From an optimization exercise on the open Yosys and OpenROAD flow, aimed at small area and a short achievable clock period; shortcuts taken in it are not production practice.
In this exercise RTL edits were held to simulation tests only and were not proved equivalent to the original.
The flow treats the clock pin as an ideal source, which a real chip does not have.
No activity file was given, so power comes from the tool's default toggle rates.

## flow/design.v (module list and top-level ports; edited modules follow where they fit)
// module pe_mac: 1445 lines
// module pe_fa: 4 lines
// module pe_ha: 4 lines
module pe_mac #(
  parameter int WA       = 16,
  parameter int WB       = 16,
  parameter int ACCW     = 40,
  parameter int MULT_LAT = 1,
  parameter int ADD_LAT  = 0
) (
  input  logic                    clk,
  input  logic                    rst_n,
  input  logic                    in_valid,
  output logic                    in_ready,
  input  logic signed [WA-1:0]    a_in,
  input  logic signed [WB-1:0]    b_in,
  input  logic signed [ACCW-1:0]  psum_in,
  output logic                    out_valid,
  input  logic                    out_ready,
  output logic signed [WA-1:0]    a_out,
  output logic signed [WB-1:0]    b_out,
  output logic signed [ACCW-1:0]  psum_out
);
  // ...
==> flow/flow/run.sh <==
#!/bin/bash
# Own flow: the standard layout (standard.sh, unchanged synthesis) with
#  - the port buffers made of the smallest buffer cell (buf_1), and
#  - useful skew for the internal M registers (flow/skew.tcl, run as the
#    PRE_CTS_TCL hook: it wraps clock_tree_synthesis and delays the clock of
#    Ms/Mc, which have no path from an input or to an output).
set -euo pipefail
here=$(pwd)
export BUFFER_PORTS_ARGS="-buffer_cell sky130_fd_sc_hd__buf_1"
export PRE_CTS_TCL="$here/flow/skew.tcl"

export SKEW_CELLS="clkbuf_2 clkbuf_4"
export CTS_ARGS="-sink_clustering_enable -repair_clock_nets -buf_list sky130_fd_sc_hd__clkbuf_8 -dont_use_dummy_load"
bash standard.sh > standard.log 2>&1
==> flow/flow/skew.tcl <==
# Useful skew for the register-to-register paths A,B -> M -> S: the clock of
# the M registers (Ms, Mc), whose D and Q pins connect only to other
# registers through logic, is delayed by a chain of clock buffers after CTS,
# so the multiply stage borrows time from the accumulate stage.
rename clock_tree_synthesis my_cts_orig
proc clock_tree_synthesis {args} {
  my_cts_orig {*}$args
  # buffer cells of the delay chain, from the tree's leaf net to the registers
  set cells [expr {[info exists ::env(SKEW_CELLS)] ? $::env(SKEW_CELLS) : "clkbuf_2 clkbuf_4"}]
  set groups [dict create]
  foreach inst [get_cells -quiet {Ms[* Mc[*}] {
    set pin [get_pins -of_objects $inst -filter "name==CLK"]
    set net [get_nets -of_objects $pin]
    dict lappend groups [get_full_name $net] [list $pin [sta::sta_to_db_inst $inst]]
  }
  set block [ord::get_db_block]
  set k 0
  dict for {netname items} $groups {
    set xs 0; set ys 0; set pins {}
    foreach it $items {
      lappend pins [lindex $it 0]
      set bb [[lindex $it 1] getBBox]
      set xs [expr {$xs + (([$bb xMin] + [$bb xMax]) / 2)}]; set ys [expr {$ys + (([$bb yMin] + [$bb yMax]) / 2)}]
    }
    set n [llength $pins]
    set dbu [$block getDbUnitsPerMicron]
    set loc [list [expr {$xs / $n / double($dbu)}] [expr {$ys / $n / double($dbu)}]]
    set cur $netname
    # a stronger last buffer for a large group keeps the clock pin slew low
    set big [expr {[info exists ::env(SKEW_BIG)] ? $::env(SKEW_BIG) : 6}]
    set chain $cells
    if {$n > $big} { set chain [lreplace $chain end end clkbuf_8] }
    set s 0
    foreach cell $chain {
      insert_buffer -buffer_cell sky130_fd_sc_hd__$cell -net $cur -load_pins $pins -location $loc \
        -buffer_name skewbuf_${k}_$s -net_name skewnet_${k}_$s
      incr s
      set cur [get_full_name [get_nets -of_objects [lindex $pins 0]]]
    }
    puts "skew: $n M register clock pins of $netname behind $chain"
    incr k
  }
}
==> flow/standard.sh <==
#!/bin/bash
# synth_recipe.tcl (not shown) runs the flow's synth.tcl, then flattens the netlist and writes it again
# the make line also repeats each setting of config.mk as NAME=value (left out here)
make -C /OpenROAD-flow-scripts/flow DESIGN_CONFIG=/design/flow/config.mk WORK_HOME=/design/flow/orfs CLKGATE_MAP_FILE= SYNTH_SCRIPT=/design/flow/synth_recipe.tcl "${@:-finish}"
==> flow/config.mk <==
export PLATFORM = sky130hd
export DESIGN_NAME = pe_mac
export DESIGN_NICKNAME = pe_mac
export VERILOG_FILES = /design/flow/design.v
export SDC_FILE = /design/flow/constraint.sdc
export NUM_CORES = 4
export LEC_CHECK = 0
export ABC_AREA = 1
export CAP_MARGIN = 20
export CORE_MARGIN = 2
export CORE_UTILIZATION = 68
export CTS_BUF_LIST = sky130_fd_sc_hd__clkbuf_8
export GPL_ROUTABILITY_DRIVEN = 0
export PLACE_DENSITY = 0.8
export SETUP_SLACK_MARGIN = 3.15
export SLEW_MARGIN = 20
export SYNTH_HIERARCHICAL = 1
export SYNTH_MINIMUM_KEEP_SIZE = 0
export TNS_END_PERCENT = 10
==> flow/constraint.sdc <==
create_clock -name core_clock -period 6.0 [get_ports {clk}]
set_input_delay 1.2000 -clock core_clock [delete_from_list [all_inputs] [get_ports {clk}]]
set_output_delay 1.2000 -clock core_clock [all_outputs]
set_load 0.01 [all_outputs]
==> metrics.yaml, run 1 <==
outcome: "timing/DRC/antenna clean"
hold_ws_ns: 0.417
nFlopsAndLatches: 178
multi_input_area_share_pct: 58.2
p_comb_mw: 2.54
worstMarginPinSlew_ns: 0.890
largest_registers: "P: 40 flops, S: 40 flops, Ms: 31 flops"
met3_wirelength_mm: 4.56
rsz0062_at_grt: "true"
synth_common_cells: "dfxtp_1, nor2_1, xnor2_1"
seq-power_mw: 1.62
maxPowerGroup: "combinational cells"
insertion_delay_ns: 0.69
grtUsageMet1_pct: 47.4
die_h_um: 136
post_cts_resized: 59
wl_mm: 35.0
synth_area_leaders: "dfxtp_1, fa_1, xnor2_1"
powerDensity_nw_per_um2: 361
crit_required_ns: 6.53
wl_per_cell_um: 20.6
peakVddDrop_uv: 188
cts.sinks: 178
pg_clk_mw: 0.854
synth.most_common_cell: "dfxtp_1"
dpl-instance-area_um2: 12500
drt_pass1_iterations: 8
hold_start: "V[0]"
path_cells: "xnor2_1 -> o22ai_1 -> fa_1 -> fa_2 -> fa_1 -> fa_1"
hold_class: "reg -> reg"
ys_ff_latch: 178
fin_nets: 1737
nMultiInputCombCells: 960
synth_xor_area_share_pct: 10.9
diodes: 0
netlist_instances: 1301
fin_crit_sh_pct: 50.7
p_seq_share_pct: 32.3
synth_top_family_by_area: "adder cells"
final_common_cell: "nor2_1"
min_period_ns: 3.04
synth_cell_type_count: 42
==> run 2: changes to the inputs <==
--- a/flow/flow/run.sh
+++ b/flow/flow/run.sh
@@ -9,6 +9,6 @@
 export BUFFER_PORTS_ARGS="-buffer_cell sky130_fd_sc_hd__buf_1"
 export PRE_CTS_TCL="$here/flow/skew.tcl"
 
-export SKEW_CELLS="clkbuf_2 clkbuf_4"
+export SKEW_CELLS="clkbuf_1 clkbuf_2 clkbuf_4"
 export CTS_ARGS="-sink_clustering_enable -repair_clock_nets -buf_list sky130_fd_sc_hd__clkbuf_8 -dont_use_dummy_load"
 bash standard.sh > standard.log 2>&1
--- a/flow/config.mk
+++ b/flow/config.mk
@@ -10,8 +10,6 @@
 export CORE_MARGIN = 2
 export CORE_UTILIZATION = 68
 export CTS_BUF_LIST = sky130_fd_sc_hd__clkbuf_8
-export GPL_ROUTABILITY_DRIVEN = 0
-export PLACE_DENSITY = 0.8
 export SETUP_SLACK_MARGIN = 3.15
 export SLEW_MARGIN = 20
 export SYNTH_HIERARCHICAL = 1
==> run 2 against run 1 <==
  * Largest power group unchanged
  * Combinational power grew 3%
  * Worst hold slack got worse by 0.032 ns
  * Critical path depth unchanged
  * Sequential power about the same
  * Wire length shrank 16%
  * First-iteration DRC count is 58% lower
  * Maximum frequency is 3.3% higher
  * Synthesized cell count did not move
  * Area after synthesis unchanged
  * Via count fell by 9.8%
  * Power grew 2.0%
==> metrics.yaml, run 2 <==
path_clk_slew_ns: 0.06  # was 0.09 ns
maxCapViolCount: 0  # unchanged
synth_xor_area_share_pct: 10.9  # unchanged
min_to: "Ms[0]"  # was V[1]
finClkSkew_ns: 0.384  # was 0.262 ns
cts_tree: "built"  # unchanged
drv_slew: 0  # unchanged
synthAdderAreaFrac_pct: 27.2  # unchanged
crit_path_end_kind: "flop"  # unchanged
power_frac_comb_pct: 51.0  # was 50.7%
grt-ovfl-total: 0  # unchanged
core_um2: 17200  # unchanged
fin_crit_sh_pct: 49.1  # was 50.7%
initial_core_util_pct: 69.0  # unchanged
die_x_um: 136  # unchanged
wl_per_cell_um: 17.6  # was 20.6 µm
insertion_delay_ns: 0.82  # was 0.69 ns
fmax_mhz: 340  # was 329 MHz
synth_top_family_by_area: "adder cells"  # unchanged
synth_ff_type: "dfxtp_1"  # unchanged
finalSetupViolCount: 0  # unchanged
leakage_nw: 5.53  # was 5.78 nW
cts.sinks: 178  # unchanged
synth-compound-area-share_pct: 14.6  # unchanged
grt_use_total_pct: 32.2  # was 34.6%
syn-num-nets: 1560  # unchanged
cp-start-kind: "flop"  # unchanged
drc: 0  # unchanged
rsz0062_at_grt: "true"  # unchanged
dp_hpwl_mm: 20.8  # about the same
final_layout_size_suffix_gt1_share_pct: 12.7  # was 15.7%
ff_latch_area_um2: 3600  # was 3610 µm²
grt_pass1_wl_mm: 45.8  # was 49.4 mm
outcome: "timing/DRC/antenna clean"  # unchanged
internal_power_mw: 3.01  # was 2.89 mW
multi_input_area_um2: 8040  # was 8090 µm²
final_common_cell: "nor2_1"  # unchanged
reg2reg_to: "Ms[15]"  # was Ms[20]
place_congestion: 1.02
synth_area_leaders: "dfxtp_1, fa_1, xnor2_1"  # unchanged
fp.dieArea_um2: 18500  # unchanged
p_seq_share_pct: 31.8  # was 32.3%
layout_common_cells: "nor2_1, dfxtp_1, buf_1"  # unchanged
worst_slack_ns: 3.06  # was 2.96 ns
worstSetupPathType: "reg -> reg"  # unchanged
p_sw_mw: 2.11  # was 2.13 mW
worstMarginPinSlew_ns: 0.814  # was 0.890 ns
io_pins: 150  # unchanged
syn2layout_area_growth_pct: 13.9  # was 17.3%
synth-simple-area-share_pct: 11.6  # unchanged
reg2reg_slack_ns: 3.06  # was 2.96 ns
fillers: 1194  # was 1,042
fin_cells: 1675  # was 1,701
rows: 48  # unchanged
ys_seq_area_share_pct: 30.1  # unchanged
grt_max_degree: 78  # unchanged
largest_registers: "P: 40 flops, S: 40 flops, Ms: 31 flops"  # unchanged
clkPwrFrac_pct: 17.3  # was 17.0%
holdPathStages: 1  # was 2
hold_class: "reg -> reg"  # unchanged
viasPerCell: 5.78  # was 6.31
diodes: 0  # unchanged
die_h_um: 136  # unchanged
cts_buffers: 17  # unchanged
relSlewSlack_pct: 45.6  # was 40.6%
synth.cell_area_um2: 11900  # unchanged
synth_edf_count: 0  # unchanged
synth.mux.area_fraction_pct: 0  # unchanged
worstPathMaxFanout: 18  # was 11
crit_required_ns: 6.64  # was 6.53 ns
hold_viol_final: 0  # unchanged
synth_area_leader_cell: "dfxtp_1"  # unchanged
ys_ff_latch: 178  # unchanged
power_mw: 5.12  # was 5.02 mW
netlist_instances: 1301  # unchanged
r2r_start: "BO[7]"  # was A[7]
drt_iter0_drc: 672  # was 1,613
async_reset_ff_share_pct: 0  # unchanged
yosysWarnings: 7  # unchanged
fin_nets: 1711  # was 1,737
setup_tns_ns: 0  # unchanged
synth.most_common_cell: "dfxtp_1"  # unchanged
drt_pass1_iterations: 5  # was 8
powerDensity_nw_per_um2: 379  # was 361 nW/µm²
wl_mm: 29.4  # was 35.0 mm
min_period_ns: 2.94  # was 3.04 ns
ff2ff_path_depth: 6  # unchanged
ant_nets: 0  # unchanged
utilization_pct: 78.6  # was 80.9%
synth_top_area_share_pct: 30.1  # unchanged
synth_cell_type_count: 42  # unchanged
hold_buffers: 0  # unchanged
switching_share_pct: 41.3  # was 42.4%
peakVddDrop_uv: 261  # was 188 µV
preCtsSetupSlack_ns: 2.09  # was 1.99 ns
port_buffers: 149  # unchanged
dpl.cell_count: 1604  # unchanged
vias: 9680  # was 10,700
avgSynthCellArea_um2: 9.11  # unchanged
grt_pass1_vias: 9189  # was 9,875
hold_start: "BN[0]"  # was V[0]
cp.arrival_ns: 3.59  # was 3.58 ns
antenna_found_initial: 0  # was 1
synth_common_cells: "dfxtp_1, nor2_1, xnor2_1"  # unchanged
[run 2: power by group through the flow]
stage / combinational (mW) / sequential [mW] / clock (mW)
after floorplan: 1.72 / 1.61 / 0
after global placement: 2.13 / 1.65 / 0
after detailed placement: 2.20 / 1.66 / 0
after CTS: 2.25 / 1.62 / 0.901
after global routing: 2.94 / 1.65 / 0.966
final: 2.61 / 1.63 / 0.884
[run 2: timing repair]
item / CTS / global route
pin swaps: 5 / 21
gates resized for setup: 26 / 50
gates cloned: 1 / 0
buffers inserted: 6 / 17
endpoints found under the setup margin: 48 / 49
[run 2: how the worst max path moves through the flow]
stage | startpoint | to | slack [ns]
floorplan | BN[3] | Ms[17] | 3.03
global placement | rst_n | S[26] | 2.19
detailed placement | rst_n | S[26] | 2.09
CTS | Ms[11] | S[32] | 3.07
global route | Ms[7] | S[9] | 2.90
finish | BO[7] | Ms[15] | 3.06
[run 2: per-stage QoR]
step                hold slack [ns]  area (µm²)
finish                        0.385       13500
global route                  0.385       13500
CTS                           0.377       13100
detailed placement            0.402       12500
global placement              0.398       12500
floorplan                     0.390       12100
[run 2: per-module statistics from Yosys, one instance, submodules excluded]
| module | cells inside | area [µm²] |
|---|---|---|
| pe_mac | 1194 | 9850 |
| pe_ha | 1 | 12.5 |
| pe_fa | 1 | 20.0 |
[run 2: layout make-up, without the clock buffers]
cell class                      instances  share of cell area (%)
Timing Repair Buffer                  178                    5.79
Multi-Input combinational cell        957                    59.5
Timing Repair inverter                  1                  0.0556
Tap cell                              225                    2.09
Inverter                               89                    2.72
Sequential cell                       178                    26.7
[run 2: routing by layer]
metal / track usage, % / wire, µm / up-vias
met5: 0 / 0 / -
met2: 47.9 / 13100 / 481
met1: 45.2 / 12800 / 4525
li1: - / - / 4601
met3: 7.79 / 2730 / 73
met4: 13.5 / 842 / 0
[run 2: logic make-up after synthesis]
| logic type | count (synthesis) |
|---|---|
| compound gates | 299 |
| xor+xnor | 148 |
| fa+ha+maj | 183 |
| buf+inv | 166 |
| flops | 178 |
| simple gates | 327 |
[run 2: worst max-delay path, cell delays in order, from the launching register on]
cell and delay, ns:
dfxtp_1 0.40, clkinv_1 0.40, a21oi_1 0.51, fa_1 0.49, fa_1 0.42, fa_1 0.51
fa_1 0.40
==> run 3: changes to the inputs <==
--- a/flow/flow/run.sh
+++ b/flow/flow/run.sh
@@ -9,6 +9,6 @@
 export BUFFER_PORTS_ARGS="-buffer_cell sky130_fd_sc_hd__buf_1"
 export PRE_CTS_TCL="$here/flow/skew.tcl"
 
-export SKEW_CELLS="clkbuf_1 clkbuf_2 clkbuf_4"
+export SKEW_CELLS="clkbuf_1 clkbuf_4"
 export CTS_ARGS="-sink_clustering_enable -repair_clock_nets -buf_list sky130_fd_sc_hd__clkbuf_8 -dont_use_dummy_load"
 bash standard.sh > standard.log 2>&1
==> run 3 against run 2 <==
  * Combinational power down 7%
  * Synthesized cell count unchanged
  * Wire length down 1.2%
  * Highest routed layer unchanged
  * Die area unchanged
  * Largest cell class unchanged
  * Critical endpoint is now Ms[17]
  * Maximum frequency up 1.7%
  * Utilization down 0.99 points
  * Register-to-register slack better by 0.05 ns
  * Via count down 1.1%
  * Critical path type unchanged
  * Design area down 1.3%
  * Largest power group unchanged
==> metrics.yaml, run 3 <==
place_congestion: 1.02  # unchanged
grt_pass1_wl_mm: 45.7  # was 45.8 mm
grt_max_degree: 78  # unchanged
wl_per_cell_um: 17.5  # was 17.6 µm
ys_seq_area_share_pct: 30.1  # unchanged
finalSetupViolCount: 0  # unchanged
syn-num-nets: 1560  # unchanged
synth_common_cells: "dfxtp_1, nor2_1, xnor2_1"  # unchanged
ff2ff_path_depth: 8  # was 6
rsz0062_at_grt: "true"  # unchanged
use_met3_pct: 8.24  # was 7.79%
leakage_nw: 5.49  # was 5.53 nW
final_common_cell: "nor2_1"  # unchanged
maxCapViolCount: 0  # unchanged
largest_registers: "P: 40 flops, S: 40 flops, Ms: 31 flops"  # unchanged
cts_tree: "built"  # unchanged
peakVddDrop_uv: 240  # was 261 µV
grt-ovfl-total: 0  # unchanged
syn2layout_area_growth_pct: 12.5  # was 13.9%
crit_path_max_incr_delay_ns: 0.51  # about the same
synth_ff_type: "dfxtp_1"  # unchanged
antenna_found_initial: 0  # unchanged
wl_mm: 29.1  # was 29.4 mm
power_mw: 4.87  # was 5.12 mW
rows: 48  # unchanged
path_clk_slew_ns: 0.10  # was 0.06 ns
drc: 0  # unchanged
setup_tns_ns: 0  # unchanged
drv_slew: 0  # unchanged
die_h_um: 136  # unchanged
cp.arrival_ns: 3.43  # was 3.59 ns
hold_viol_final: 0  # unchanged
layout_common_cells: "nor2_1, dfxtp_1, buf_1"  # unchanged
worstMarginPinSlew_ns: 0.767  # was 0.814 ns
fin_nets: 1698  # was 1,711
hold_buffers: 0  # unchanged
viasPerCell: 5.76  # was 5.78
insertion_delay_ns: 0.70  # was 0.82 ns
initial_core_util_pct: 69.0  # unchanged
async_reset_ff_share_pct: 0  # unchanged
grtUsageMet1_pct: 44.7  # was 45.2%
vias: 9571  # was 9,680
port_buffers: 149  # unchanged
synth.cell_area_um2: 11900  # unchanged
fin_crit_sh_pct: 48.2  # was 49.1%
netlist_instances: 1301  # unchanged
synth_cell_type_count: 42  # unchanged
grtUsageMet2_pct: 48.9  # was 47.9%
dp_hpwl_mm: 20.8  # unchanged
holdPathStages: 2  # was 1
cts_buffers: 17  # unchanged
cts.sinks: 178  # unchanged
outcome: "timing/DRC/antenna clean"  # unchanged
hold_class: "reg -> reg"  # unchanged
avgSynthCellArea_um2: 9.11  # unchanged
fillers: 1221  # was 1,194
crit_slowest_cell: "fa_1"  # was a21oi_1
diodes: 0  # unchanged
synth_edf_count: 0  # unchanged
powerDensity_nw_per_um2: 365  # was 379 nW/µm²
grt_busiest_layer: "met2"  # unchanged
worstPathMaxFanout: 11  # was 18
drt_iter0_drc: 646  # was 672
path_cells: "inv_4 -> a21oi_2 -> o21ai_4 -> o22ai_1 -> fa_1 -> fa_1 -> fa_1 -> fa_1"  # was clkinv_1 -> a21oi_1 -> fa_1 -> fa_1 -> fa_1 -> fa_1
synth_area_leader_cell: "dfxtp_1"  # unchanged
ant_nets: 0  # unchanged
cp-start-kind: "flop"  # unchanged
synth_area_leaders: "dfxtp_1, fa_1, xnor2_1"  # unchanged
crit_required_ns: 6.54  # was 6.64 ns
grt_use_total_pct: 32.1  # was 32.2%
synth.most_common_cell: "dfxtp_1"  # unchanged
core_um2: 17200  # unchanged
cp_common_cell: "fa_1"  # unchanged
ff_latch_area_um2: 3600  # about the same
synth_top_area_share_pct: 30.1  # unchanged
multi_input_area_um2: 7930  # was 8040 µm²
finClkSkew_ns: 0.286  # was 0.384 ns
relSlewSlack_pct: 48.8  # was 45.6%
io_pins: 150  # unchanged
fp.dieArea_um2: 18500  # unchanged
ys_ff_latch: 178  # unchanged
grt_pass1_vias: 9150  # was 9,189
min_period_ns: 2.89  # was 2.94 ns
drt_pass1_iterations: 6  # was 5
crit_path_end_kind: "flop"  # unchanged
yosysWarnings: 7  # unchanged
fmax_mhz: 345  # was 340 MHz
die_x_um: 136  # unchanged
worstSetupPathType: "reg -> reg"  # unchanged
final_layout_size_suffix_gt1_share_pct: 11.0  # was 12.7%
[run 3: cell types whose count changed in the layout (fill, tap and decap cells not counted), moves of 5 or more]
| cell | delta |
|---|---|
| clkbuf_2 | -10 |
| buf_4 | -5 |
| nand2_2 | -5 |
| ha_4 | -6 |
| ha_1 | +8 |
| nand2_1 | +5 |
[run 3: through the flow]
| stage | cells | setup WS (ns) | cell area (µm²) | util, % | hold slack [ns] |
|---|---|---|---|---|---|
| finish | 1662 | 3.11 | 13300 | 77.6 | 0.425 |
| global placement | 1604 | 2.19 | 12500 | 73.0 | 0.398 |
| global route | 1662 | 2.96 | 13300 | 77.6 | 0.452 |
| CTS | 1652 | 3.08 | 13100 | 76.3 | 0.426 |
| floorplan | 1301 | 3.03 | 12100 | - | 0.390 |
| detailed placement | 1604 | 2.09 | 12500 | 73.0 | 0.402 |
[run 3: cells by family after synthesis]
family | synth area share, %
buf+inv | 5.66
xor+xnor | 10.9
flops | 30.1
simple gates | 11.6
fa+ha+maj | 27.2
compound gates | 14.6
[run 3: final timing paths]
kind | slack (ns) | endpoint | startpoint
max | 3.11 | Ms[17] | BN[1]
min | 0.42 | V[3] | V[2]
max reg2reg | 3.11 | Ms[17] | BN[1]
min reg2reg | 0.42 | V[3] | V[2]
[run 3: critical path, delay by kind of cell, from the launching register on]
family | cells | cell delay [ns]
AO/OA/AOI/OAI | 3 | 0.57
adder cells (fa/ha/maj) | 4 | 1.82
buffers and inverters | 1 | 0.11
flip-flops | 1 | 0.47
[run 3: what timing repair did]
item | 4_1_cts | 5_1_grt
buffers inserted | 10 | 10
pin swaps | 4 | 9
gates cloned | 1 | 0
endpoints found under the setup margin | 50 | 45
gates resized for setup | 41 | 23
[run 3: layout make-up, without the clock buffers]
type                       instances  area share, %
timing repair buffer             175           5.75
tap                              225           2.11
multi-input combinational        957           59.5
inverter                          89           2.74
timing repair inverter             1         0.0563
sequential                       178           27.0
[run 3: power by group]
group	total (mW)	internal, mW	leakage (nW)	switching (mW)
clock	0.810	0.386	0.193	0.424
combinational	2.43	1.03	3.81	1.41
sequential	1.63	1.44	1.48	0.184
[run 3: modules after synthesis, one instance, submodules excluded]
| module | cells inside | times used | flops+latches |
|---|---|---|---|
| pe_ha | 1 | 18 | 0 |
| pe_mac | 1194 | 1 | 178 |
| pe_fa | 1 | 89 | 0 |
[run 3: per-layer routing]
| layer | vias to the layer above | wire [µm] |
|---|---|---|
| met5 | - | 0 |
| met4 | 0 | 835 |
| met3 | 79 | 2830 |
| met2 | 447 | 12800 |
| met1 | 4472 | 12600 |
| li1 | 4573 | - |
==> run 4: changes to the inputs <==
--- a/flow/flow/run.sh
+++ b/flow/flow/run.sh
@@ -9,6 +9,6 @@
 export BUFFER_PORTS_ARGS="-buffer_cell sky130_fd_sc_hd__buf_1"
 export PRE_CTS_TCL="$here/flow/skew.tcl"
 
-export SKEW_CELLS="clkbuf_1 clkbuf_4"
+export SKEW_CELLS="clkbuf_2 clkbuf_4"
 export CTS_ARGS="-sink_clustering_enable -repair_clock_nets -buf_list sky130_fd_sc_hd__clkbuf_8 -dont_use_dummy_load"
 bash standard.sh > standard.log 2>&1
--- a/flow/config.mk
+++ b/flow/config.mk
@@ -8,7 +8,7 @@
 export ABC_AREA = 1
 export CAP_MARGIN = 20
 export CORE_MARGIN = 2
-export CORE_UTILIZATION = 68
+export CORE_UTILIZATION = 76
 export CTS_BUF_LIST = sky130_fd_sc_hd__clkbuf_8
 export SETUP_SLACK_MARGIN = 3.15
 export SLEW_MARGIN = 20
==> run 4 against run 3 <==
  * Area after synthesis unchanged
  * Final cell count is 1.4% lower
  * Highest routed layer unchanged
  * Maximum frequency shrank 4.8%
  * Setup slack worse by 0.14 ns
  * Design area up 1.5%
  * Sequential power about the same
  * Synthesized cell count unchanged
  * First-iteration DRC count up 91%
  * Critical path type unchanged
  * Wire length up 29%
  * Worst hold slack improved by 0.032 ns
  * Clock skew is 0.022 ns lower
  * Critical path depth rose by 1
  * Largest cell class unchanged
  * Critical endpoint is now Ms[21]
==> metrics.yaml, run 4 <==
outcome: "timing/DRC/antenna clean"  # unchanged
die_h_um: 129  # was 136 µm
yosysWarnings: 7  # unchanged
powerDensity_nw_per_um2: 398  # was 365 nW/µm²
path_clk_slew_ns: 0.11  # was 0.10 ns
met3_wirelength_mm: 4.47  # was 2.83 mm
path_cells: "inv_2 -> nand2_1 -> nand3_4 -> buf_12 -> o22ai_1 -> fa_1 -> fa_1 -> fa_1 -> fa_1"  # was inv_4 -> a21oi_2 -> o21ai_4 -> o22ai_1 -> fa_1 -> fa_1 -> fa_1 -> fa_1
synth_edf_count: 0  # unchanged
synth_common_cells: "dfxtp_1, nor2_1, xnor2_1"  # unchanged
ys_ff_latch: 178  # unchanged
drv_slew: 0  # unchanged
peakVddDrop_uv: 244  # was 240 µV
drt_iter0_drc: 1235  # was 646
diodes: 0  # unchanged
io_pins: 150  # unchanged
worstPathMaxFanout: 12  # was 11
grt-ovfl-total: 0  # unchanged
largest_registers: "P: 40 flops, S: 40 flops, Ms: 31 flops"  # unchanged
grt_max_degree: 78  # unchanged
synth_cell_type_count: 42  # unchanged
synth_ff_type: "dfxtp_1"  # unchanged
place_congestion: 0.983  # was 1.02
final_common_cell: "nor2_1"  # unchanged
synth_area_leader_cell: "dfxtp_1"  # unchanged
finalSetupViolCount: 0  # unchanged
reg2reg_slack_ns: 2.96  # was 3.11 ns
worstSetupPathType: "reg -> reg"  # unchanged
fmax_mhz: 329  # was 345 MHz
finClkSkew_ns: 0.265  # was 0.286 ns
leakage_nw: 5.60  # was 5.49 nW
grt_pass1_vias: 10100  # was 9,150
avgSynthCellArea_um2: 9.11  # unchanged
die_x_um: 129  # was 136 µm
synth_top_area_share_pct: 30.1  # unchanged
preCtsSetupSlack_ns: 1.94  # was 2.09 ns
antenna_found_initial: 0  # unchanged
insertion_delay_ns: 0.70  # about the same
wl_mm: 37.6  # was 29.1 mm
crit_slowest_cell: "fa_1"  # unchanged
worstMarginPinSlew_ns: 0.790  # was 0.767 ns
port_buffers: 149  # unchanged
clkPwrFrac_pct: 16.3  # was 16.6%
cp_common_cell: "fa_1"  # unchanged
route.met2.wl_mm: 17.1  # was 12.8 mm
crit_required_ns: 6.53  # was 6.54 ns
async_reset_ff_share_pct: 0  # unchanged
relSlewSlack_pct: 47.3  # was 48.8%
cp-start-kind: "flop"  # unchanged
crit_path_end_kind: "flop"  # unchanged
hold_class: "reg -> reg"  # unchanged
dpl.cell_count: 1565  # was 1,604
top_layer_used: "met4"  # unchanged
fp.dieArea_um2: 16600  # was 18,500 µm²
dp_hpwl_mm: 23.0  # was 20.8 mm
wl_per_cell_um: 22.9  # was 17.5 µm
cts_tree: "built"  # unchanged
layout_common_cells: "nor2_1, dfxtp_1, buf_1"  # unchanged
ant_nets: 0  # unchanged
synth_area_leaders: "dfxtp_1, fa_1, xnor2_1"  # unchanged
p_sw_mw: 2.39  # was 2.01 mW
rows: 45  # was 48
p_seq_share_pct: 30.5  # was 33.4%
drc: 0  # unchanged
min_period_ns: 3.04  # was 2.89 ns
worst_slack_ns: 2.96  # was 3.11 ns
power_frac_comb_pct: 53.2  # was 50.0%
internal_power_mw: 2.99  # was 2.86 mW
crit_path_max_incr_delay_ns: 0.51  # about the same
switching_share_pct: 44.5  # was 41.4%
hold_viol_final: 0  # unchanged
syn-num-nets: 1560  # unchanged
synth.cell_area_um2: 11900  # unchanged
initial_core_util_pct: 78.0  # was 69.0%
ys_seq_area_share_pct: 30.1  # unchanged
drt_pass1_iterations: 8  # was 6
cp_num_buf_inv: 2  # was 1
rsz0062_at_grt: "true"  # unchanged
synth.most_common_cell: "dfxtp_1"  # unchanged
syn2layout_area_growth_pct: 14.1  # was 12.5%
vias: 10900  # was 9,571
path_delay_family: "adder cells"  # unchanged
final_layout_size_suffix_gt1_share_pct: 13.6  # was 11.0%
drt-met1-wl_mm: 13.4  # was 12.6 mm
grt_pass1_wl_mm: 52.2  # was 45.7 mm
netlist_instances: 1301  # unchanged
core_um2: 15200  # was 17,200 µm²
fin_crit_sh_pct: 50.7  # was 48.2%
cts_buffers: 17  # unchanged
cts.sinks: 178  # unchanged
cp.arrival_ns: 3.57  # was 3.43 ns
fin_cells: 1638  # was 1,662
grt_use_total_pct: 41.6  # was 32.1%
viasPerCell: 6.66  # was 5.76
maxCapViolCount: 0  # unchanged
setup_tns_ns: 0  # unchanged
fin_nets: 1711  # was 1,698
## run 4: cell types whose count changed in the layout (fill, tap and decap cells not counted), sizes merged
cell    delta
buf       +11
clkbuf     +2
clkinv     -1
inv        +1
## run 4: power by group through the flow
stage                     clock, mW  combinational, mW  sequential (mW)
final                         0.876               2.87             1.64
after global routing          0.921               3.09             1.66
after CTS                     0.848               2.38             1.63
after detailed placement          0               2.27             1.66
after global placement            0               2.09             1.65
after floorplan                   0               1.72             1.61
## run 4: worst reg2reg max path, cell delays in order (launching register included)
cell	delay (ns)
dfxtp_4	0.49
inv_2	0.13
nand2_1	0.14
nand3_4	0.19
buf_12	0.21
o22ai_1	0.30
fa_1	0.29
fa_1	0.44
fa_1	0.51
fa_1	0.41
## run 4: per-module statistics from Yosys (local to each module, per instance)
module / area, µm² / flops+latches / times used
pe_fa: 20.0 / 0 / 89
pe_ha: 12.5 / 0 / 18
pe_mac: 9850 / 178 / 1
## run 4: layout make-up, without the clock buffers
cell class / count / area [µm²]
Tap cell: 188 / 235
Timing Repair inverter: 1 / 7.51
Fill cell: 685 / 1680
Inverter: 89 / 368
Sequential cell: 178 / 3610
Multi-Input combinational cell: 957 / 8040
Timing Repair Buffer: 186 / 871
## run 4: timing repair
| action | CTS | global route |
|---|---|---|
| endpoints found under the hold margin | 0 | 0 |
| pin swaps | 5 | 11 |
| setup endpoints to repair | 67 | 43 |
| setup buffers | 20 | 13 |
| cloned | 1 | 0 |
| hold buffers | 0 | 0 |
| resized for setup | 45 | 43 |
## run 4: layer usage
layer / track usage (%) / vias to the layer above
met5: 0 / -
met4: 21.2 / 0
met3: 10.9 / 280
met2: 67.4 / 890
met1: 52.0 / 5144
li1: - / 4593
## run 4: worst paths after layout
path | startpoint | end | cells after the start
worst max-delay path | BN[5] | Ms[21] | 9
worst min-delay path | V[0] | V[1] | 2
worst max register to register | BN[5] | Ms[21] | 9
worst min register to register | V[0] | V[1] | 2
## run 4: logic make-up after synthesis
logic type                 after synthesis  synth area share, %
DFF                                    178                 30.1
buffers and inverters                  166                 5.66
AOI/OAI and AO/OA                      299                 14.6
and+or+nand+nor                        327                 11.6
xor gates and xnor gates               148                 10.9
adders and majority gates              183                 27.2
## run 4: through the flow
stage          hold slack [ns]  cell area (µm²)  util, %  total power [mW]
6_report                 0.457            13500     89.0              5.38
5_1_grt                  0.434            13500     89.0              5.67
4_1_cts                  0.403            13200     86.6              4.85
2_1_floorplan            0.390            12100        -              3.33
3_3_place_gp             0.398            12500     82.1              3.74
3_5_place_dp             0.403            12500     82.1              3.94
==> run 5: changes to the inputs <==
--- a/flow/config.mk
+++ b/flow/config.mk
@@ -8,7 +8,7 @@
 export ABC_AREA = 1
 export CAP_MARGIN = 20
 export CORE_MARGIN = 2
-export CORE_UTILIZATION = 76
+export CORE_UTILIZATION = 55
 export CTS_BUF_LIST = sky130_fd_sc_hd__clkbuf_8
 export SETUP_SLACK_MARGIN = 3.15
 export SLEW_MARGIN = 20
==> run 5 against run 4 <==
  * Still clean
  * Sequential power shrank 2%
  * Clock skew up 0.0091 ns
  * Sequential share of layout area decreased by 0.52 points
  * Largest cell class unchanged
  * Highest routed layer unchanged
==> metrics.yaml, run 5 <==
outcome: "timing/DRC/antenna clean"  # unchanged
drt_pass1_iterations: 5  # was 8
synth_common_cells: "dfxtp_1, nor2_1, xnor2_1"  # unchanged
powerDensity_nw_per_um2: 358  # was 398 nW/µm²
synth_edf_count: 0  # unchanged
hold_class: "reg -> reg"  # unchanged
crit_path_max_incr_delay_ns: 0.76  # was 0.51 ns
fin_crit_sh_pct: 48.2  # was 50.7%
peakVddDrop_uv: 227  # was 244 µV
ys_seq_area_share_pct: 30.1  # unchanged
syn2layout_area_growth_pct: 16.2  # was 14.1%
holdPathStages: 2  # unchanged
synth.cell_area_um2: 11900  # unchanged
maxCapViolCount: 0  # unchanged
grt_use_total_pct: 27.1  # was 41.6%
cts_buffers: 17  # unchanged
antenna_found_initial: 0  # unchanged
initial_core_util_pct: 56.2  # was 78.0%
layout_common_cells: "nor2_1, dfxtp_1, buf_1"  # unchanged
largest_registers: "P: 40 flops, S: 40 flops, Ms: 31 flops"  # unchanged
cp_common_cell: "fa_1"  # unchanged
ys_ff_latch: 178  # unchanged
crit_required_ns: 6.51  # was 6.53 ns
cts_tree: "built"  # unchanged
finClkSkew_ns: 0.274  # was 0.265 ns
die_h_um: 151  # was 129 µm
preCtsSetupSlack_ns: 1.98  # was 1.94 ns
power_mw: 4.94  # was 5.38 mW
dp_hpwl_mm: 21.4  # was 23.0 mm
synth_area_leader_cell: "dfxtp_1"  # unchanged
setup_tns_ns: 0  # unchanged
min_to: "V[1]"  # unchanged
hold_start: "V[0]"  # unchanged
worstPathMaxFanout: 11  # was 12
grt_max_degree: 76  # was 78
relSlewSlack_pct: 44.2  # was 47.3%
place_congestion: 0.889  # was 0.983
rsz0062_at_grt: "true"  # unchanged
path_delay_family: "adder cells"  # unchanged
yosysWarnings: 7  # unchanged
hold_viol_final: 0  # unchanged
fmax_mhz: 346  # was 329 MHz
ant_nets: 0  # unchanged
drv_slew: 0  # unchanged
avgSynthCellArea_um2: 9.11  # unchanged
cts.sinks: 178  # unchanged
r2r_start: "A[2]"  # was BN[5]
leakage_nw: 5.69  # was 5.60 nW
fp.dieArea_um2: 22700  # was 16,600 µm²
insertion_delay_ns: 0.70  # about the same
grt_pass1_wl_mm: 47.2  # was 52.2 mm
path_cells: "xnor2_1 -> o22ai_1 -> ha_1 -> fa_1 -> fa_1 -> fa_1"  # was inv_2 -> nand2_1 -> nand3_4 -> buf_12 -> o22ai_1 -> fa_1 -> fa_1 -> fa_1 -> fa_1
diodes: 0  # unchanged
cp-start-kind: "flop"  # unchanged
vias: 9458  # was 10,900
worstMarginPinSlew_ns: 0.838  # was 0.790 ns
viasPerCell: 5.44  # was 6.66
grt_pass1_vias: 9030  # was 10,100
path_clk_slew_ns: 0.08  # was 0.11 ns
cp_num_buf_inv: 0  # was 2
synth_ff_type: "dfxtp_1"  # unchanged
io_pins: 150  # unchanged
drt_iter0_drc: 603  # was 1,235
ff2ff_path_depth: 6  # was 9
async_reset_ff_share_pct: 0  # unchanged
cp.arrival_ns: 3.40  # was 3.57 ns
port_buffers: 149  # unchanged
worstSetupPathType: "reg -> reg"  # unchanged
netlist_instances: 1301  # unchanged
min_period_ns: 2.89  # was 3.04 ns
drc: 0  # unchanged
fin_nets: 1724  # was 1,711
reg2reg_slack_ns: 3.11  # was 2.96 ns
wl_per_cell_um: 17.2  # was 22.9 µm
hold_buffers: 0  # unchanged
final_common_cell: "nor2_1"  # unchanged
core_um2: 21100  # was 15,200 µm²
reg2reg_to: "Ms[16]"  # was Ms[21]
grt-ovfl-total: 0  # unchanged
worst_slack_ns: 3.11  # was 2.96 ns
wl_mm: 29.9  # was 37.6 mm
crit_path_end_kind: "flop"  # unchanged
rows: 53  # was 45
finalSetupViolCount: 0  # unchanged
crit_slowest_cell: "dfxtp_1"  # was fa_1
die_x_um: 151  # was 129 µm
syn-num-nets: 1560  # unchanged
synth.most_common_cell: "dfxtp_1"  # unchanged
synth_area_leaders: "dfxtp_1, fa_1, xnor2_1"  # unchanged
synth_top_area_share_pct: 30.1  # unchanged
final_layout_size_suffix_gt1_share_pct: 14.5  # was 13.6%
synth_cell_type_count: 42  # unchanged
==> run 5: cell counts after synthesis <==
No cell type changed its count.
==> run 5: worst max path at each step <==
| stage | from | end | slack, ns | cells past startpoint |
|---|---|---|---|---|
| 2_1_floorplan | BN[3] | Ms[17] | 3.03 | 9 |
| 3_3_place_gp | BN[0] | Ms[18] | 2.05 | 7 |
| 3_5_place_dp | BN[0] | Ms[16] | 1.98 | 7 |
| 4_1_cts | BO[6] | Ms[13] | 3.10 | 6 |
| 5_1_grt | BN[2] | Ms[15] | 3.07 | 8 |
| 6_report | A[2] | Ms[16] | 3.11 | 6 |
==> run 5: final cells by class, without the clock buffers <==
cell class	count	area, µm²
repair buffers	199	986
multi-input cells	959	8070
well taps	275	344
inverters	89	379
flip-flops and latches	178	3600
fillers	1830	7310
repair inverters	1	5.00
==> run 5: per-module statistics from Yosys (local to each module, per instance) <==
module | copies in the design | cells inside | cell area [µm²]
pe_mac | 1 | 1194 | 9850
pe_fa | 89 | 1 | 20.0
pe_ha | 18 | 1 | 12.5
==> run 5: tightest hold or removal path: stages, from the launching register on <==
cell     delay [ns]
dfxtp_1        0.31
nand2_1        0.04
inv_1          0.04
==> run 5: cell families after synthesis <==
family          count (synthesis)  share of synthesized area (%)
simple gates                  327                           11.6
compound gates                299                           14.6
fa+ha+maj                     183                           27.2
flops                         178                           30.1
buf+inv                       166                           5.66
xor+xnor                      148                           10.9
==> run 5: power by group <==
part | switching [mW] | internal [mW]
clock network | 0.429 | 0.397
registers | 0.161 | 1.44
logic | 1.44 | 1.07
total | 2.03 | 2.90
==> run 5: metal layers <==
metal	vias up	part of all wire [%]	global-route usage, %
li1	4635	-	-
met5	-	0	0
met3	38	6.7	5.15
met4	0	1.9	8.22
met2	326	45	42.8
met1	4459	46	38.0
==> run 5: what timing repair did <==
action                     4_1_cts  5_1_grt
pin swaps                       11       15
setup buffers                   21       22
gates cloned                     3        1
gates resized for setup         56       40
hold endpoints to repair         0        0
setup endpoints to repair       40       23
==> run 5: stage by stage <==
| stage | util, % | cell area, µm² | hold WS, ns | cells |
|---|---|---|---|---|
| floorplan | - | 12100 | 0.390 | 1301 |
| global placement | 59.8 | 12600 | 0.393 | 1654 |
| detailed placement | 59.8 | 12600 | 0.397 | 1654 |
| CTS | 63.6 | 13400 | 0.407 | 1715 |
| global route | 65.3 | 13800 | 0.424 | 1738 |
| finish | 65.3 | 13800 | 0.411 | 1738 |
==> run 6: changes to the inputs <==
--- a/flow/config.mk
+++ b/flow/config.mk
@@ -6,12 +6,12 @@
 export NUM_CORES = 4
 export LEC_CHECK = 0
 export ABC_AREA = 1
-export CAP_MARGIN = 20
+export CAP_MARGIN = 5
 export CORE_MARGIN = 2
-export CORE_UTILIZATION = 55
+export CORE_UTILIZATION = 68
 export CTS_BUF_LIST = sky130_fd_sc_hd__clkbuf_8
 export SETUP_SLACK_MARGIN = 3.15
-export SLEW_MARGIN = 20
+export SLEW_MARGIN = 5
 export SYNTH_HIERARCHICAL = 1
 export SYNTH_MINIMUM_KEEP_SIZE = 0
 export TNS_END_PERCENT = 10
==> run 6 against run 5 <==
  * Synthesized cell count is the same
  * Sequential share of layout area grew 0.55 points
  * Utilization increased by 13 points
  * Sequential power barely moved
  * Flip-flop and latch count stayed put
  * Clock skew rose by 0.0043 ns
==> metrics.yaml, run 6 <==
drt_iter0_drc: 720  # was 603
synth.most_common_cell: "dfxtp_1"  # unchanged
leakage_nw: 5.59  # was 5.69 nW
netlist_instances: 1301  # unchanged
hold_ws_ns: 0.393  # was 0.411 ns
syn2layout_area_growth_pct: 13.8  # was 16.2%
worstMarginPinSlew_ns: 0.617  # was 0.838 ns
cp.arrival_ns: 3.44  # was 3.40 ns
hold_viol_final: 0  # unchanged
utilization_pct: 78.6  # was 65.3%
hold_buffers: 0  # unchanged
ant_nets: 0  # unchanged
worstPathMaxFanout: 10  # was 11
drv_slew: 0  # unchanged
core_um2: 17200  # was 21,100 µm²
die_h_um: 136  # was 151 µm
rsz0062_at_grt: "true"  # unchanged
outcome: "timing/DRC/antenna clean"  # unchanged
io_pins: 150  # unchanged
fmax_mhz: 347  # was 346 MHz
largest_registers: "P: 40 flops, S: 40 flops, Ms: 31 flops"  # unchanged
grt_max_degree: 78  # was 76
cts_buffers: 17  # unchanged
dp_hpwl_mm: 20.8  # was 21.4 mm
port_buffers: 149  # unchanged
powerDensity_nw_per_um2: 369  # was 358 nW/µm²
initial_core_util_pct: 69.0  # was 56.2%
synth_top_area_share_pct: 30.1  # unchanged
worstSetupPathType: "reg -> reg"  # unchanged
synth_cell_type_count: 42  # unchanged
finClkSkew_ns: 0.278  # was 0.274 ns
crit_path_end_kind: "flop"  # unchanged
final_common_cell: "nor2_1"  # unchanged
rows: 48  # was 53
die_x_um: 136  # was 151 µm
diodes: 0  # unchanged
ys_seq_area_share_pct: 30.1  # unchanged
finalSetupViolCount: 0  # unchanged
peakVddDrop_uv: 237  # was 227 µV
power_mw: 4.98  # was 4.94 mW
path_clk_slew_ns: 0.07  # was 0.08 ns
fin_nets: 1709  # was 1,724
dpl-instance-area_um2: 12500  # was 12,600 µm²
relSlewSlack_pct: 58.8  # was 44.2%
fp.dieArea_um2: 18500  # was 22,700 µm²
setup_tns_ns: 0  # unchanged
final_layout_size_suffix_gt1_share_pct: 12.7  # was 14.5%
synth_area_leaders: "dfxtp_1, fa_1, xnor2_1"  # unchanged
grt_pass1_vias: 9207  # was 9,030
crit_required_ns: 6.56  # was 6.51 ns
grt_pass1_wl_mm: 46.0  # was 47.2 mm
antenna_found_initial: 0  # unchanged
synth_edf_count: 0  # unchanged
insertion_delay_ns: 0.71  # was 0.70 ns
syn-num-nets: 1560  # unchanged
vias: 9656  # was 9,458
wl_per_cell_um: 17.6  # was 17.2 µm
fin_crit_sh_pct: 48.0  # was 48.2%
min_period_ns: 2.88  # was 2.89 ns
grt_use_total_pct: 32.4  # was 27.1%
async_reset_ff_share_pct: 0  # unchanged
cp-start-kind: "flop"  # unchanged
cts.sinks: 178  # unchanged
place_congestion: 1.02  # was 0.889
synth_ff_type: "dfxtp_1"  # unchanged
yosysWarnings: 7  # unchanged
drc: 0  # unchanged
avgSynthCellArea_um2: 9.11  # unchanged
drt_pass1_iterations: 6  # was 5
design_area_um2: 13500  # was 13,800 µm²
grt-ovfl-total: 0  # unchanged
maxCapViolCount: 0  # unchanged
hold_class: "reg -> reg"  # unchanged
viasPerCell: 5.77  # was 5.44
synth_area_leader_cell: "dfxtp_1"  # unchanged
wl_mm: 29.5  # was 29.9 mm
synth_common_cells: "dfxtp_1, nor2_1, xnor2_1"  # unchanged
ys_ff_latch: 178  # unchanged
cts_tree: "built"  # unchanged
synth.cell_area_um2: 11900  # unchanged
layout_common_cells: "nor2_1, dfxtp_1, buf_1"  # unchanged
[run 6: cell counts after synthesis]
No cell type changed its count.
[run 6: path summary, 6_finish.rpt]
check | endpoint | start | slack (ns) | cells past startpoint
max | Ms[18] | BN[0] | 3.12 | 7
min | Ms[2] | BN[1] | 0.39 | 2
max reg2reg | Ms[18] | BN[0] | 3.12 | 7
min reg2reg | Ms[2] | BN[1] | 0.39 | 2
[run 6: cells by family (layout without fill, tap and decap cells)]
logic type	Yosys count	after routing	synth area share (%)
buffers and inverters	166	313	5.66
XOR/XNOR	148	148	10.9
AO/OA/AOI/OAI	299	299	14.6
AND/OR/NAND/NOR	327	327	11.6
adder cells (fa/ha/maj)	183	183	27.2
flip-flops	178	178	30.1
[run 6: per-layer routing]
layer | wire (µm) | GRT usage [%] | vias up
li1 | - | - | 4598
met5 | 0 | 0 | -
met4 | 805 | 12.3 | 0
met3 | 2710 | 7.42 | 72
met1 | 12800 | 45.2 | 4540
met2 | 13200 | 49.4 | 446
[run 6: report_power, final]
group,internal [mW],switching [mW]
registers,1.44,0.176
logic,1.07,1.45
clock network,0.404,0.433
total,2.92,2.06
[run 6: what timing repair did]
item	4_1_cts	5_1_grt
gates cloned	1	0
setup buffers	14	17
gates resized for setup	40	36
setup endpoints to repair	50	47
pin swaps	4	12
[run 6: final cells by class, without the clock buffers]
| class | count | area, µm² |
|---|---|---|
| inverters | 89 | 370 |
| flip-flops and latches | 178 | 3610 |
| repair buffers | 186 | 877 |
| well taps | 225 | 282 |
| repair inverters | 1 | 7.51 |
| fillers | 1219 | 3680 |
| multi-input cells | 957 | 7960 |
[run 6: per-module statistics from Yosys, one instance, submodules excluded]
module / copies in the design / cell area, µm²
pe_mac: 1 / 9850
pe_fa: 89 / 20.0
pe_ha: 18 / 12.5
[run 6: worst max-delay path, cell delays in order (launching register included)]
cell     delay [ns]
dfxtp_4        0.34
buf_4          0.19
o21ai_0        0.37
inv_1          0.17
fa_1           0.47
fa_1           0.49
fa_1           0.54
fa_1           0.40
[run 6: per-stage QoR]
step	setup slack [ns]	cells
after global placement	2.19	1604
after global routing	3.02	1673
after floorplan	3.03	1301
after detailed placement	2.09	1604
after CTS	3.10	1656
final	3.12	1673
==> run 7: changes to the inputs <==
--- a/flow/flow/run.sh
+++ b/flow/flow/run.sh
@@ -10,5 +10,5 @@
 export PRE_CTS_TCL="$here/flow/skew.tcl"
 
 export SKEW_CELLS="clkbuf_2 clkbuf_4"
-export CTS_ARGS="-sink_clustering_enable -repair_clock_nets -buf_list sky130_fd_sc_hd__clkbuf_8 -dont_use_dummy_load"
+export CTS_ARGS='-sink_clustering_enable -repair_clock_nets -buf_list {sky130_fd_sc_hd__clkbuf_4 sky130_fd_sc_hd__clkbuf_8} -dont_use_dummy_load'
 bash standard.sh > standard.log 2>&1
--- a/flow/config.mk
+++ b/flow/config.mk
@@ -6,12 +6,12 @@
 export NUM_CORES = 4
 export LEC_CHECK = 0
 export ABC_AREA = 1
-export CAP_MARGIN = 5
+export CAP_MARGIN = 20
 export CORE_MARGIN = 2
 export CORE_UTILIZATION = 68
 export CTS_BUF_LIST = sky130_fd_sc_hd__clkbuf_8
 export SETUP_SLACK_MARGIN = 3.15
-export SLEW_MARGIN = 5
+export SLEW_MARGIN = 20
 export SYNTH_HIERARCHICAL = 1
 export SYNTH_MINIMUM_KEEP_SIZE = 0
 export TNS_END_PERCENT = 10
==> run 7 against run 6 <==
  * Combinational power hardly changed
  * Synthesized cell count stayed put
  * First-iteration DRC count stayed put
  * Clock skew stayed put
  * Die area stayed put
  * Utilization stayed put
  * Critical path type unchanged
  * Largest power group unchanged
==> metrics.yaml, run 7 <==
setup_tns_ns: 0  # unchanged
cts_buffers: 17  # unchanged
dpl.cell_count: 1604  # unchanged
outcome: "timing/DRC/antenna clean"  # unchanged
finalSetupViolCount: 0  # unchanged
cp_num_buf_inv: 2  # unchanged
final_layout_size_suffix_gt1_share_pct: 12.7  # unchanged
holdPathStages: 2  # unchanged
path_depth: 7  # unchanged
fin_cells: 1673  # unchanged
synth.most_common_cell: "dfxtp_1"  # unchanged
fin_crit_sh_pct: 48.0  # unchanged
hold_buffers: 0  # unchanged
diodes: 0  # unchanged
fin_nets: 1709  # unchanged
cp_common_cell: "fa_1"  # unchanged
worstMarginPinSlew_ns: 0.617  # unchanged
cts_tree: "built"  # unchanged
cp.arrival_ns: 3.44  # about the same
maxCapViolCount: 0  # unchanged
crit_slowest_cell: "fa_1"  # unchanged
synth_ff_type: "dfxtp_1"  # unchanged
synth_edf_count: 0  # unchanged
peakVddDrop_uv: 237  # unchanged
core_um2: 17200  # unchanged
cp-start-kind: "flop"  # unchanged
worst_slack_ns: 3.12  # unchanged
worstPathMaxFanout: 10  # unchanged
drt_pass1_iterations: 6  # unchanged
syn-num-nets: 1560  # unchanged
finClkSkew_ns: 0.278  # unchanged
yosysWarnings: 7  # unchanged
path_delay_family: "adder cells"  # unchanged
synth_area_leader_cell: "dfxtp_1"  # unchanged
hold_class: "reg -> reg"  # unchanged
place_congestion: 1.02  # unchanged
cts.sinks: 178  # unchanged
grt_use_total_pct: 32.4  # unchanged
syn2layout_area_growth_pct: 13.8  # unchanged
utilization_pct: 78.6  # unchanged
fp.dieArea_um2: 18500  # unchanged
dpl-instance-area_um2: 12500  # unchanged
crit_required_ns: 6.56  # about the same
final_common_cell: "nor2_1"  # unchanged
die_h_um: 136  # unchanged
grt_pass1_wl_mm: 46.0  # unchanged
synth_top_area_share_pct: 30.1  # unchanged
layout_common_cells: "nor2_1, dfxtp_1, buf_1"  # unchanged
antenna_found_initial: 0  # unchanged
synth_common_cells: "dfxtp_1, nor2_1, xnor2_1"  # unchanged
io_pins: 150  # unchanged
worstSetupPathType: "reg -> reg"  # unchanged
grt_max_degree: 78  # unchanged
largest_registers: "P: 40 flops, S: 40 flops, Ms: 31 flops"  # unchanged
drc: 0  # unchanged
synth.cell_area_um2: 11900  # unchanged
rows: 48  # unchanged
insertion_delay_ns: 0.71  # about the same
die_x_um: 136  # unchanged
dp_hpwl_mm: 20.8  # unchanged
path_cells: "buf_4 -> o21ai_0 -> inv_1 -> fa_1 -> fa_1 -> fa_1 -> fa_1"  # unchanged
rsz0062_at_grt: "true"  # unchanged
design_area_um2: 13500  # unchanged
initial_core_util_pct: 69.0  # unchanged
crit_path_max_incr_delay_ns: 0.54  # about the same
grt_pass1_vias: 9207  # unchanged
path_clk_slew_ns: 0.07  # about the same
powerDensity_nw_per_um2: 369  # unchanged
grt-ovfl-total: 0  # unchanged
viasPerCell: 5.77  # unchanged
avgSynthCellArea_um2: 9.11  # unchanged
ff2ff_path_depth: 7  # unchanged
wl_mm: 29.5  # unchanged
ys_ff_latch: 178  # unchanged
drt_iter0_drc: 720  # unchanged
ant_nets: 0  # unchanged
synth_cell_type_count: 42  # unchanged
preCtsSetupSlack_ns: 2.09  # unchanged
hold_viol_final: 0  # unchanged
vias: 9656  # unchanged
crit_path_end_kind: "flop"  # unchanged
drv_slew: 0  # unchanged
fmax_mhz: 347  # unchanged
port_buffers: 149  # unchanged
min_period_ns: 2.88  # unchanged
async_reset_ff_share_pct: 0  # unchanged
wl_per_cell_um: 17.6  # unchanged
leakage_nw: 5.59  # unchanged
relSlewSlack_pct: 58.8  # unchanged
fillers: 1219  # unchanged
synth_area_leaders: "dfxtp_1, fa_1, xnor2_1"  # unchanged
ys_seq_area_share_pct: 30.1  # unchanged
netlist_instances: 1301  # unchanged
-- run 7: cell counts after synthesis --
No cell type changed its count.
-- run 7: per-module statistics from Yosys (local to each module, per instance) --
module	area (µm²)	cells	times used	flops+latches
pe_mac	9850	1194	1	178
pe_fa	20.0	1	89	0
pe_ha	12.5	1	18	0
-- run 7: kinds of logic (layout without fill, tap and decap cells) --
logic type               after synthesis  after routing  share of synthesized area (%)
adder cells (fa/ha/maj)              183            183                           27.2
XOR/XNOR                             148            148                           10.9
AO/OA/AOI/OAI                        299            299                           14.6
flip-flops                           178            178                           30.1
AND/OR/NAND/NOR                      327            327                           11.6
buffers and inverters                166            313                           5.66
-- run 7: path summary, 6_finish.rpt --
| check | start | endpoint | slack (ns) |
|---|---|---|---|
| hold / removal | BN[1] | Ms[2] | 0.39 |
| hold reg to reg | BN[1] | Ms[2] | 0.39 |
| setup / recovery | BN[0] | Ms[18] | 3.12 |
| setup reg to reg | BN[0] | Ms[18] | 3.12 |
-- run 7: worst register-to-register path, stage by stage, from the launching register on --
cell     delay [ns]
dfxtp_4        0.34
buf_4          0.19
o21ai_0        0.37
inv_1          0.17
fa_1           0.47
fa_1           0.49
fa_1           0.54
fa_1           0.40
-- run 7: area by class of cell, without the clock buffers --
| class | count | area (µm²) | area share, % |
|---|---|---|---|
| Tap cell | 225 | 282 | 2.09 |
| Inverter | 89 | 370 | 2.74 |
| Timing Repair inverter | 1 | 7.51 | 0.0556 |
| Timing Repair Buffer | 186 | 877 | 6.50 |
| Multi-Input combinational cell | 957 | 7960 | 59.0 |
| Sequential cell | 178 | 3610 | 26.7 |
-- run 7: repair_timing --
| item | CTS | global route |
|---|---|---|
| cloned | 1 | 0 |
| setup buffers | 14 | 17 |
| gates resized for setup | 40 | 36 |
| endpoints found under the setup margin | 50 | 47 |
| pin swaps | 4 | 12 |
-- run 7: through the flow --
stage | hold WS (ns) | power, mW
2_1_floorplan | 0.390 | 3.33
3_3_place_gp | 0.398 | 3.77
3_5_place_dp | 0.402 | 3.85
4_1_cts | 0.426 | 4.72
5_1_grt | 0.394 | 5.40
6_report | 0.393 | 4.98
-- run 7: report_power, final --
group          internal, mW  switching [mW]  total [mW]  leakage, nW
Clock                 0.404           0.433       0.837        0.223
Sequential             1.44           0.176        1.62         1.48
Combinational          1.07            1.45        2.52         3.89
-- run 7: per-layer routing --
metal / vias to the layer above / global-route usage, % / routed length, µm
li1: 4598 / - / -
met1: 4540 / 45.2 / 12800
met2: 446 / 49.4 / 13200
met3: 72 / 7.42 / 2710
met4: 0 / 12.3 / 805
met5: - / 0 / 0
==> run 8: changes to the inputs <==
--- a/flow/flow/run.sh
+++ b/flow/flow/run.sh
@@ -9,6 +9,6 @@
 export BUFFER_PORTS_ARGS="-buffer_cell sky130_fd_sc_hd__buf_1"
 export PRE_CTS_TCL="$here/flow/skew.tcl"
 
-export SKEW_CELLS="clkbuf_2 clkbuf_4"
-export CTS_ARGS='-sink_clustering_enable -repair_clock_nets -buf_list {sky130_fd_sc_hd__clkbuf_4 sky130_fd_sc_hd__clkbuf_8} -dont_use_dummy_load'
+export SKEW_CELLS="clkdlybuf4s25_1 clkbuf_4"
+export CTS_ARGS="-sink_clustering_enable -repair_clock_nets -buf_list sky130_fd_sc_hd__clkbuf_8 -dont_use_dummy_load"
 bash standard.sh > standard.log 2>&1
--- a/flow/config.mk
+++ b/flow/config.mk
@@ -8,10 +8,10 @@
 export ABC_AREA = 1
 export CAP_MARGIN = 20
 export CORE_MARGIN = 2
-export CORE_UTILIZATION = 68
+export CORE_UTILIZATION = 55
 export CTS_BUF_LIST = sky130_fd_sc_hd__clkbuf_8
-export SETUP_SLACK_MARGIN = 3.15
+export SETUP_SLACK_MARGIN = 3.1
 export SLEW_MARGIN = 20
 export SYNTH_HIERARCHICAL = 1
 export SYNTH_MINIMUM_KEEP_SIZE = 0
-export TNS_END_PERCENT = 10
+export TNS_END_PERCENT = 20
==> run 8 against run 7 <==
  * Area after synthesis unchanged
  * Die area up 23%
  * Final cell count up 2.5%
  * Synthesized cell count unchanged
  * Design area up 1.7%
  * Sequential power about the same
  * Clock skew up 0.16 ns
  * Utilization down 14 points
  * Maximum frequency down 0.30%
  * Setup slack worse by 0.0088 ns
  * Critical path depth up 5
==> metrics.yaml, run 8 <==
wl_per_cell_um: 18.0  # was 17.6 µm
final_layout_size_suffix_gt1_share_pct: 12.9  # was 12.7%
ys_ff_latch: 178  # unchanged
syn2layout_area_growth_pct: 15.7  # was 13.8%
layout_common_cells: "nor2_1, dfxtp_1, buf_1"  # unchanged
place_congestion: 0.936  # was 1.02
die_x_um: 151  # was 136 µm
hold_buffers: 0  # unchanged
crit_slowest_cell: "fa_1"  # unchanged
design_area_um2: 13700  # was 13,500 µm²
synth_area_leaders: "dfxtp_1, fa_1, xnor2_1"  # unchanged
core_um2: 21100  # was 17,200 µm²
cts.sinks: 178  # unchanged
port_buffers: 149  # unchanged
antenna_found_initial: 0  # unchanged
insertion_delay_ns: 0.87  # was 0.71 ns
synth.most_common_cell: "dfxtp_1"  # unchanged
preCtsSetupSlack_ns: 2.03  # was 2.09 ns
cts_tree: "built"  # unchanged
utilization_pct: 65.1  # was 78.6%
peakVddDrop_uv: 264  # was 237 µV
cp_common_cell: "nand2_4"  # was fa_1
vias: 9457  # was 9,656
path_clk_slew_ns: 0.10  # was 0.07 ns
multi_input_area_um2: 8140  # was 7960 µm²
diodes: 0  # unchanged
fin_nets: 1701  # was 1,709
power_frac_comb_pct: 52.4  # was 50.7%
reg2reg_slack_ns: 3.11  # was 3.12 ns
maxCapViolCount: 0  # unchanged
grt_max_degree: 75  # was 78
async_reset_ff_share_pct: 0  # unchanged
avgSynthCellArea_um2: 9.11  # unchanged
drt_pass1_iterations: 6  # unchanged
die_h_um: 151  # was 136 µm
dpl-instance-area_um2: 12600  # was 12,500 µm²
setup_tns_ns: 0  # unchanged
viasPerCell: 5.51  # was 5.77
min_period_ns: 2.89  # was 2.88 ns
internal_power_mw: 3.08  # was 2.92 mW
fp.dieArea_um2: 22700  # was 18,500 µm²
crit_required_ns: 6.39  # was 6.56 ns
crit_path_end_kind: "flop"  # unchanged
drc: 0  # unchanged
initial_core_util_pct: 56.2  # was 69.0%
grt_pass1_wl_mm: 47.9  # was 46.0 mm
synth_common_cells: "dfxtp_1, nor2_1, xnor2_1"  # unchanged
cp-start-kind: "flop"  # unchanged
yosysWarnings: 7  # unchanged
synth.cell_area_um2: 11900  # unchanged
worstSetupPathType: "reg -> reg"  # unchanged
cp-endpoint: "S[32]"  # was Ms[18]
grt_use_total_pct: 27.7  # was 32.4%
crit_start: "Ms[3]"  # was BN[0]
wl_mm: 30.8  # was 29.5 mm
fin_cells: 1715  # was 1,673
hold_ws_ns: 0.325  # was 0.393 ns
relSlewSlack_pct: 40.6  # was 58.8%
drv_slew: 0  # unchanged
drt_iter0_drc: 588  # was 720
p_seq_share_pct: 31.1  # was 32.5%
clkPwrFrac_pct: 16.6  # was 16.8%
final_common_cell: "nor2_1"  # unchanged
cts_buffers: 17  # unchanged
synth_edf_count: 0  # unchanged
path_delay_family: "adder cells"  # unchanged
crit_path_max_incr_delay_ns: 0.56  # was 0.54 ns
fillers: 1841  # was 1,219
path_cells: "fa_1 -> ha_4 -> or2_4 -> nand3_2 -> nand2_4 -> nand2_4 -> nand2_8 -> nand2_4 -> nand2_4 -> fa_2 -> inv_1 -> nor2_1"  # was buf_4 -> o21ai_0 -> inv_1 -> fa_1 -> fa_1 -> fa_1 -> fa_1
synth_area_leader_cell: "dfxtp_1"  # unchanged
dpl.cell_count: 1653  # was 1,604
switching_share_pct: 40.8  # was 41.3%
cp.arrival_ns: 3.28  # was 3.44 ns
cp_num_buf_inv: 1  # was 2
grt_pass1_vias: 9025  # was 9,207
ff2ff_path_depth: 12  # was 7
reg2reg_to: "S[32]"  # was Ms[18]
outcome: "timing/DRC/antenna clean"  # unchanged
ys_seq_area_share_pct: 30.1  # unchanged
io_pins: 150  # unchanged
finalSetupViolCount: 0  # unchanged
ant_nets: 0  # unchanged
worstMarginPinSlew_ns: 0.881  # was 0.617 ns
grt-ovfl-total: 0  # unchanged
worst_slack_ns: 3.11  # was 3.12 ns
synth_top_area_share_pct: 30.1  # unchanged
hold_class: "reg -> reg"  # unchanged
path_depth: 12  # was 7
power_mw: 5.21  # was 4.98 mW
fin_crit_sh_pct: 48.1  # was 48.0%
synth_ff_type: "dfxtp_1"  # unchanged
p_sw_mw: 2.13  # was 2.06 mW
syn-num-nets: 1560  # unchanged
ff_latch_area_um2: 3610  # about the same
hold_viol_final: 0  # unchanged
worstPathMaxFanout: 3  # was 10
rsz0062_at_grt: "true"  # unchanged
fmax_mhz: 346  # was 347 MHz
powerDensity_nw_per_um2: 380  # was 369 nW/µm²
dp_hpwl_mm: 21.6  # was 20.8 mm
netlist_instances: 1301  # unchanged
finClkSkew_ns: 0.442  # was 0.278 ns
r2r_start: "Ms[3]"  # was BN[0]
synth_cell_type_count: 42  # unchanged
rows: 53  # was 48
leakage_nw: 5.57  # was 5.59 nW
largest_registers: "P: 40 flops, S: 40 flops, Ms: 31 flops"  # unchanged
## run 8: layout make-up, without the clock buffers
cell class                      instances  share of cell area (%)
Tap cell                              275                    2.51
Timing Repair inverter                  1                  0.0365
Timing Repair Buffer                  180                    5.98
Multi-Input combinational cell        957                    59.4
Sequential cell                       178                    26.3
Inverter                               89                    2.69
## run 8: modules after synthesis (local to each module, per instance)
| module | area, µm² | flops+latches |
|---|---|---|
| pe_mac | 9850 | 178 |
| pe_fa | 20.0 | 0 |
| pe_ha | 12.5 | 0 |
## run 8: worst min-delay path by stage
stage / from / endpoint / slack [ns] / depth (start not counted)
floorplan: V[0] / V[1] / 0.39 / 2
global placement: V[1] / V[2] / 0.41 / 2
detailed placement: V[0] / V[1] / 0.41 / 2
CTS: BN[0] / Ms[0] / 0.31 / 1
global route: BN[0] / Ms[0] / 0.32 / 1
finish: BN[0] / Ms[0] / 0.33 / 1
## run 8: routing by layer
| metal | vias to the layer above | GRT usage, % | wire (µm) |
|---|---|---|---|
| li1 | 4584 | - | - |
| met1 | 4469 | 39.2 | 14000 |
| met2 | 364 | 44.0 | 13900 |
| met3 | 40 | 5.60 | 2390 |
| met4 | 0 | 6.68 | 515 |
| met5 | - | 0 | 0 |
## run 8: what timing repair did
item,CTS,global route
buffers inserted,18,8
cloned,0,1
resized for setup,36,54
pin swaps,12,17
endpoints found under the hold margin,0,0
endpoints found under the setup margin,36,40
## run 8: logic make-up (layout without fill, tap and decap cells)
kind of cell | after synthesis | after routing | share of synthesized area, %
and+or+nand+nor | 327 | 327 | 11.6
AOI/OAI and AO/OA | 299 | 299 | 14.6
adders and majority gates | 183 | 183 | 27.2
DFF | 178 | 178 | 30.1
buffers and inverters | 166 | 305 | 5.66
xor gates and xnor gates | 148 | 148 | 10.9
## run 8: power groups by stage
stage | logic, mW | registers [mW] | clock network [mW]
after floorplan | 1.73 | 1.61 | 0
after global placement | 2.18 | 1.66 | 0
after detailed placement | 2.23 | 1.66 | 0
after CTS | 2.38 | 1.63 | 0.887
after global routing | 3.07 | 1.65 | 0.946
final | 2.73 | 1.62 | 0.863

-- port drivers added, routing unchanged --
How much do the figures lean on ideal ports? The routed layouts below were timed once more, with nothing changed but the port constraints. Step 1, drivers: a clkbuf_16 drives clk and a buf_2 each remaining input, both assumed. Step 2, shift: input delay + t, output delay - t, t = (earliest + latest rising clock arrival at the registers) / 2. This alone moves slack from input paths to output paths. Slacks: ideal / step 1 / step 2; pairs: ideal / step 1.
run | t, ns | slack for setup (ns) | latest minus earliest clock arrival (ns) | worst register clock-pin slew, ns
run 1 | 0.596 | 2.958 / 2.958 / 2.717 | 0.282 / 0.282 | 0.09 / 0.09
run 2 | 0.665 | 3.055 / 3.055 / 2.565 | 0.403 / 0.403 | 0.10 / 0.10
run 3 | 0.600 | 3.105 / 3.105 / 2.648 | 0.292 / 0.292 | 0.10 / 0.10
run 4 | 0.599 | 2.960 / 2.960 / 2.424 | 0.289 / 0.289 | 0.11 / 0.11
run 5 | 0.600 | 3.111 / 3.111 / 2.920 | 0.300 / 0.300 | 0.10 / 0.10
run 6 | 0.613 | 3.122 / 3.121 / 2.675 | 0.284 / 0.283 | 0.10 / 0.10
run 7 | 0.613 | 3.122 / 3.121 / 2.675 | 0.284 / 0.283 | 0.10 / 0.10
run 8 | 0.682 | 3.113 / 3.113 / 2.720 | 0.459 / 0.459 | 0.10 / 0.10
In run 2 and run 8 the clock reaches the registers at very different times; t lies between them, and the last value is a rough guide only. The setup slack of run 4, which loses most, moves by 0.000 ns with the drivers and by -0.536 ns with both steps.
